Source: an optimization exercise on an open RTL-to-GDS flow (aim: small area). Production flows keep margins and buffers that such runs may drop.
The RTL was checked by simulation tests, not by an equivalence proof against the original design.
Power figures rest on the tool's default switching activity, not on a simulated workload.

==> flow/design.v <==
`timescale 1ns/1ps
module apb_slave_ins (qb, h, e1, x1, e2, x2, y);
    input  qb, h, e1, x1, e2, x2;
    output y;
    assign y = ~((qb & h) | (e1 & x1) | (e2 & x2));
endmodule
module apb_slave_rd2 (q, ns, y);
    input  [1:0] q, ns;
    output       y;
    assign y = ~((q[0] | ns[0]) & (q[1] | ns[1]));
endmodule
module apb_slave_rcol (q, ns, y);
    input  [255:0] q, ns;
    output         y;
    wire   [127:0] n;
    genvar g;
    generate
        for (g = 0; g < 128; g = g + 1) begin : g_rd
            apb_slave_rd2 u_rd2 (.q(q[2*g+1:2*g]), .ns(ns[2*g+1:2*g]), .y(n[g]));
        end
    endgenerate
    assign y = |n;
endmodule
module apb_slave (clk,
                  rst,
                  p_sel,
                  p_en,
                  p_write,
                  addr,
                  rdata,
                  wdata,
                  p_ready);
    input clk,rst,p_sel,p_write,p_en;
    input       [7:0]   addr;
    input       [31:0]  wdata;
    output reg  [31:0]  rdata;
    output reg          p_ready;
    wire acc = p_sel & p_en;
    wire wr  = acc & p_write;
    wire rd  = acc & ~p_write;
    reg [1:0] ph;
    always @(posedge clk or negedge rst) begin
        if (!rst) ph <= 2'd0;
        else      ph <= ph + 2'd1;
    end
    wire dir = wr & (addr[0] ^ ph[0]);
    wire dfr = wr & ~(addr[0] ^ ph[0]);
    reg        pv;            
    reg [7:0]  pa;            
    reg [31:0] pd;            
    always @(posedge clk or negedge rst) begin
        if (!rst) pv <= 1'b0;
        else      pv <= dfr;
    end
    always @(posedge clk) begin
        pa <= addr;
        pd <= wdata;
    end
    wire [31:0] x1 = wdata ^ {32{ph[1]}};
    wire [31:0] x2 = pd    ^ {32{ph[1]}};
    wire [127:0] dec_a = 128'd1 << addr[7:1];
    wire [127:0] dec_p = 128'd1 << pa[7:1];
    wire [127:0] e1 = dec_a & {128{dir}};
    wire [127:0] e2 = dec_p & {128{pv}} & ~e1;
    reg [1:0] cnt;
    always @(posedge clk or negedge rst) begin
        if (!rst)         cnt <= 2'd0;
        else if (!cnt[1]) cnt <= cnt + 2'd1;
    end
    wire [127:0] h  = ~(e1 | e2) & {128{cnt[1]}};
    wire ina = ~(addr[0] ^ ph[0]);      
    wire [255:0] nsel;
    wire [255:0] cq [0:31];
    genvar r, b;
    generate
        for (r = 0; r < 128; r = r + 1) begin : g_ring
            reg  [31:0] qa, qb;
            wire [31:0] na;
            for (b = 0; b < 32; b = b + 1) begin : g_bit
                apb_slave_ins u_ins (.qb(qb[b]), .h(h[r]), .e1(e1[r]), .x1(x1[b]),
                                     .e2(e2[r]), .x2(x2[b]), .y(na[b]));
                assign cq[b][2*r]   = qa[b];
                assign cq[b][2*r+1] = qb[b];
            end
            always @(posedge clk) begin
                qa <= na;
                qb <= qa;
            end
            assign nsel[2*r]   = ~(dec_a[r] &  ina);
            assign nsel[2*r+1] = ~(dec_a[r] & ~ina);
        end
    endgenerate
    wire [31:0] zero;
    generate
        for (b = 0; b < 32; b = b + 1) begin : g_rcol
            apb_slave_rcol u_rcol (.q(cq[b]), .ns(nsel), .y(zero[b]));
        end
    endgenerate
    wire vsel = cnt[1] | (cnt[0] & ina);
    wire pol  = ph[1] ^ (ph[0] & addr[0]);
    wire fwd  = pv & (pa == addr);
    wire [31:0] rval = fwd ? pd : ({32{vsel}} & ~(zero ^ {32{pol}}));
    always @(posedge clk or negedge rst) begin
        if (!rst) begin
            p_ready <= 1'b0;
            rdata   <= 32'd0;
        end else begin
            p_ready <= acc;
            if (rd) rdata <= rval;
        end
    end
endmodule
make LEC_CHECK=0 CAP_MARGIN=30 CORE_MARGIN=2 CORE_UTILIZATION=55 CTS_CLUSTER_DIAMETER=100 CTS_CLUSTER_SIZE=26 MAX_ROUTING_LAYER=met5 SLEW_MARGIN=30 SYNTH_HIERARCHICAL=1 finish   # period 12.0 ns
run.sh (not shown) runs the stock make flow with config.mk's settings and CLKGATE_MAP_FILE= SYNTH_SCRIPT=/design/flow/synth_recipe.tcl, a recipe that flattens the netlist after the stock synthesis.
Next try:
CAP_MARGIN = 35   (was 30)
SLEW_MARGIN = 35   (was 30)
The new run produced a clean layout; wire length is about the same; total power is about the same; worst setup slack improved by 0.24 ns; global-route usage hardly moves.
Next try:
CAP_MARGIN = 25   (was 35)
SLEW_MARGIN = 25   (was 35)
After rerunning: With this change the flow ran to the end with violations: max-slew violations. Wire length is about the same. Die area is unchanged. Total power stays flat. Utilization falls by 0.55 points. First-iteration DRC count falls by 0.37%. Maximum frequency falls by 2.0%. Worst setup slack is worse by 0.18 ns. Synthesized cell count is unchanged.
Next try:
CAP_MARGIN = 35   (was 25)
CTS_CLUSTER_SIZE = 24   (was 26)
SLEW_MARGIN = 35   (was 25)
The changed run finished with timing, DRC and antenna clean.
Critical path depth rises by 1.
Final cell count climbs slightly.
Wire length stays flat.
Hold slack stays flat.
Worst setup slack improves by 0.014 ns.
Clock skew fell by 0.0094 ns.
Power climbs slightly.
Clock-buffer cell count climbs by 26.
Fmax stays flat.
Core utilization goes up by 0.68 points.

-- port drivers added, routing unchanged --
Ports are ideal in the flow. The routed layouts listed here were re-timed in OpenROAD.
Step 1 (the two cells are an assumption about what drives the block):
set clk [get_ports {clk}]
set_driving_cell -lib_cell sky130_fd_sc_hd__clkbuf_16 $clk
set_driving_cell -lib_cell sky130_fd_sc_hd__buf_2 [delete_from_list [all_inputs] $clk]
Step 2 also shifts input and output timing later by t, the mid clock arrival at the registers, as if the neighbouring blocks saw the same clock.
Three values: ideal ports, drivers, drivers and shift; two values: the first two.
run	shift t [ns]	setup slack, ns	clock arrival spread, ns
the first run	1.179	3.186 / 3.290 / 2.111	0.059 / 0.058
the second run	1.179	3.423 / 3.528 / 2.349	0.062 / 0.062
the third run	1.185	3.247 / 3.358 / 2.173	0.060 / 0.061
the fourth run	1.188	3.261 / 3.366 / 2.178	0.054 / 0.054
The setup slack of the fourth run, which loses most, moves by +0.105 ns with the drivers and by -1.083 ns with both steps.
